From an optimization exercise on the open Yosys and OpenROAD flow, aimed at a short achievable clock period and few clock cycles; shortcuts taken in it are not production practice.
In this exercise RTL edits were held to simulation tests only and were not proved equivalent to the original.
No activity file was given, so power comes from the tool's default toggle rates.

rev 12:
==> flow/design.v (excerpt) <==
module CPU(
	input wire [8:0] in_Din,
	input wire in_clk,
	input wire in_re,
	input wire in_run,
	output wire [8:0] out_Addr,
	output wire [8:0] out_Dout,
	output wire out_W
);
Size: roughly 2,900 cells after synthesis, about 31 I/O pins, about 32,000 um^2 of cells after synthesis.
clock: 6.0 ns
lec_check: 0
abc_clock_period_in_ps: 1500
cap_margin: 20
core_margin: 2
core_utilization: 40
place_density: 0.6
setup_slack_margin: 4.0
slew_margin: 20
synth_hierarchical: 1
tns_end_percent: 100
run.sh (not shown) runs the stock make flow with config.mk's settings and CLKGATE_MAP_FILE= SYNTH_SCRIPT=/design/flow/synth_recipe.tcl, a recipe that flattens the netlist after the stock synthesis.
Testbench counts of rev 12, summed over its fixed seeds: cycles 16,059.
Modified inputs, rev 13 compared to rev 12
--- a/flow/design.v
+++ b/flow/design.v
@@ -98,15 +98,12 @@
             assign g8[i] = g4[i] | (p4[i] & g4[i-8]);
         else
             assign g8[i] = g4[i];
     end endgenerate
     assign c = g8[8:0];
 endmodule
-module ks_inc9 (input wire [8:0] a, output wire [8:0] y);
-    assign y = a + 9'd1;
-endmodule
 module comparator (
     input  wire       s,
     input  wire [8:0] late,
     input  wire [8:0] other,
     output wire [8:0] y
 );
@@ -210,23 +207,18 @@
 	register_1bit u_ox (.sel(dx), .a0(C0), .a1(C1), .a2(C2), .a3(C3), .a4(C4), .a5(C5), .a6(C6), .a7(FA), .y(OXn));
 	register_1bit u_oy (.sel(dy), .a0(C0), .a1(C1), .a2(C2), .a3(C3), .a4(C4), .a5(C5), .a6(C6), .a7(FA), .y(OYn));
 	wire [8:0] RESP1 = RES + 9'd1;
 	reg  [8:0] RESP1R;
 	reg        RP1V;
 	reg  [8:0] IMMP1;                        
-	wire [8:0] CDP [0:CN-1];
-	genvar gc;
-	generate for (gc = 0; gc < CN; gc = gc + 1) begin : cdp
-		ks_inc9 u_inc (.a(CD[gc]), .y(CDP[gc]));
-	end endgenerate
 	reg  [8:0] RP0, RP1, RP2, RP3, RP4, RP5, RP6;    
 	reg  [6:0] rxo;                          
 	reg        d_wrn7, d_nzn7;               
 	wire       e_wen7 = exr && (d_wrn7 || (d_nzn7 && gnz));
 	reg  [6:0] fwr, hzr, nzr;
-	wire [6:0] fw = fwr & {7{d_mvic}};
+	wire [6:0] fw = fwr;
 	wire [6:0] hz = (hzr & ~fw) | (nzr & {7{gnz}}) | (WEN & {7{!RP1V}} & ~fw);
 	wire [8:0] Q0, Q1, Q2, Q3, Q4, Q5, Q6;
 	counter_9bit u_q0 (.sa(1'b0), .sb(fw[0]), .sc(!fw[0] && WEN[0]), .sd(!fw[0] && !WEN[0]), .a(9'd0), .b(IMMP1), .c(RESP1R), .d(RP0), .y(Q0));
 	counter_9bit u_q1 (.sa(1'b0), .sb(fw[1]), .sc(!fw[1] && WEN[1]), .sd(!fw[1] && !WEN[1]), .a(9'd0), .b(IMMP1), .c(RESP1R), .d(RP1), .y(Q1));
 	counter_9bit u_q2 (.sa(1'b0), .sb(fw[2]), .sc(!fw[2] && WEN[2]), .sd(!fw[2] && !WEN[2]), .a(9'd0), .b(IMMP1), .c(RESP1R), .d(RP2), .y(Q2));
 	counter_9bit u_q3 (.sa(1'b0), .sb(fw[3]), .sc(!fw[3] && WEN[3]), .sd(!fw[3] && !WEN[3]), .a(9'd0), .b(IMMP1), .c(RESP1R), .d(RP3), .y(Q3));
@@ -284,19 +276,19 @@
 		end
 	end
 	wire c_hold = !in_run && !pst;
 	wire tk     = !in_re && !c_hold && tk_g;
 	wire ld_fwd = !in_re && !c_hold && ld_fwd_g;
 	wire       n_exr  = n_irv && !n_pld && !n_pst && !n_pjr && !n_pj2;
-	wire       n_mvi  = tk_g ? (dop == 3'b001) : d_mvi;
+	wire       n_mvic = tk_g ? (dop == 3'b001 && f_mvic) : d_mvic;
 	wire [6:0] n_rxo  = tk_g ? ((7'd1 << dx) & 7'h7f) : rxo;
 	wire       n_wrn7 = tk_g ? (dx != 3'd7 && (dop == 3'b000 || dop == 3'b001 || dop[2:1] == 2'b01)) : d_wrn7;
 	wire       n_nzn7 = tk_g ? (dx != 3'd7 && dop == 3'b110) : d_nzn7;
 	wire [26:0] c_q = {IRV, pld, pst, pjr, pj2, exr, fwr, hzr, nzr};
 	wire [26:0] c_g = {n_irv, n_pld, n_pst, n_pjr, n_pj2, n_exr,
-	                   {7{n_exr && n_mvi}} & n_rxo, {7{n_exr && n_wrn7}} & n_rxo,
+	                   {7{n_exr && n_mvic}} & n_rxo, {7{n_exr && n_wrn7}} & n_rxo,
 	                   {7{n_exr && n_nzn7}} & n_rxo};
 	wire [26:0] c_d;
 	register_9bit #(.W(27)) u_ctl (.re(in_re), .h(c_hold), .q(c_q), .g(c_g), .y(c_d));
 	always @(posedge in_clk) begin
 		{IRV, pld, pst, pjr, pj2, exr, fwr, hzr, nzr} <= c_d;
 		W <= !in_re && in_run && n_w;
@@ -400,13 +392,13 @@
 			          (dx == 3'd7 && (dop == 3'b000 || dop == 3'b001 || dop[2:1] == 2'b01));
 			OX <= OXn; OY <= OYn ^ {9{dop == 3'b011}};
 			EPC <= FA; EPC1 <= FA1; EPC2 <= FA2;
 			s_vy <= dop[2:1] == 2'b10;
 			s_im <= dx == 3'd7 && dop == 3'b001 && f_mvic;
 			s_f1 <= !(dop[2:1] == 2'b10) && !(dx == 3'd7 && dop == 3'b001 && f_mvic);
-			IMM <= CD[l_idx]; IMMP1 <= CDP[l_idx];
+			IMM <= CD[l_idx]; IMMP1 <= CD[l_idx] + 9'd1;
 			rxo <= (7'd1 << dx) & 7'h7f;
 			d_wrn7 <= dx != 3'd7 && (dop == 3'b000 || dop == 3'b001 || dop[2:1] == 2'b01);
 			d_nzn7 <= dx != 3'd7 && dop == 3'b110;
 		end
 		if (tk && tk_hold) begin
 			FX <= 1'b0; FYo <= 1'b1;
Notes after the runs:
Compared with rev 12, in rev 13 critical path depth higher; area of the core lower. Rev 13 vs rev 12: final instance area down by more than 10%. Power: rev 13 draws less than rev 12. Total combinational power delta for rev 13 relative to rev 12: about 6% higher. Rev 12 → rev 13: met1 usage in global routing fell by 2.0 points, switching power share of the total down 0.37 points. Summary: worst setup slack, rev 13 better than rev 12. In the reports for rev 13 and rev 12, the smaller fraction of power consumed by combinational cells belongs to rev 12.
Testbench counts of rev 13, summed over its fixed seeds: cycles 16,059.

[separate check: timing with driven ports]
How much do the figures lean on ideal ports? The routed layouts below were timed once more, with nothing changed but the port constraints.
Step 1 sets driving cells, clkbuf_16 on the clock port and buf_2 on the other inputs (assumed; they add their load-dependent delay and slew).
Step 2 times the ports against the registers' clock, not the clock port: input delays grow and output delays shrink by t, the midpoint of the rising clock arrivals with the driver on.
a / b / c = ideal ports / drivers / drivers and shift; a / b = the first two.
run	t (ns)	setup slack, ns	hold slack, ns	latest minus earliest clock arrival (ns)	worst slew at a driven data input, ns
rev 12	0.680	3.325 / 3.308 / 2.628	0.340 / 0.340 / 0.340	0.025 / 0.025	0.16
rev 13	0.716	3.354 / 3.144 / 2.429	0.344 / 0.344 / 0.344	0.057 / 0.057	0.34
After both steps setup and hold are still met in every run listed. For rev 13, which loses most, drivers alone change the setup slack by -0.210 ns; drivers and shift together by -0.925 ns.
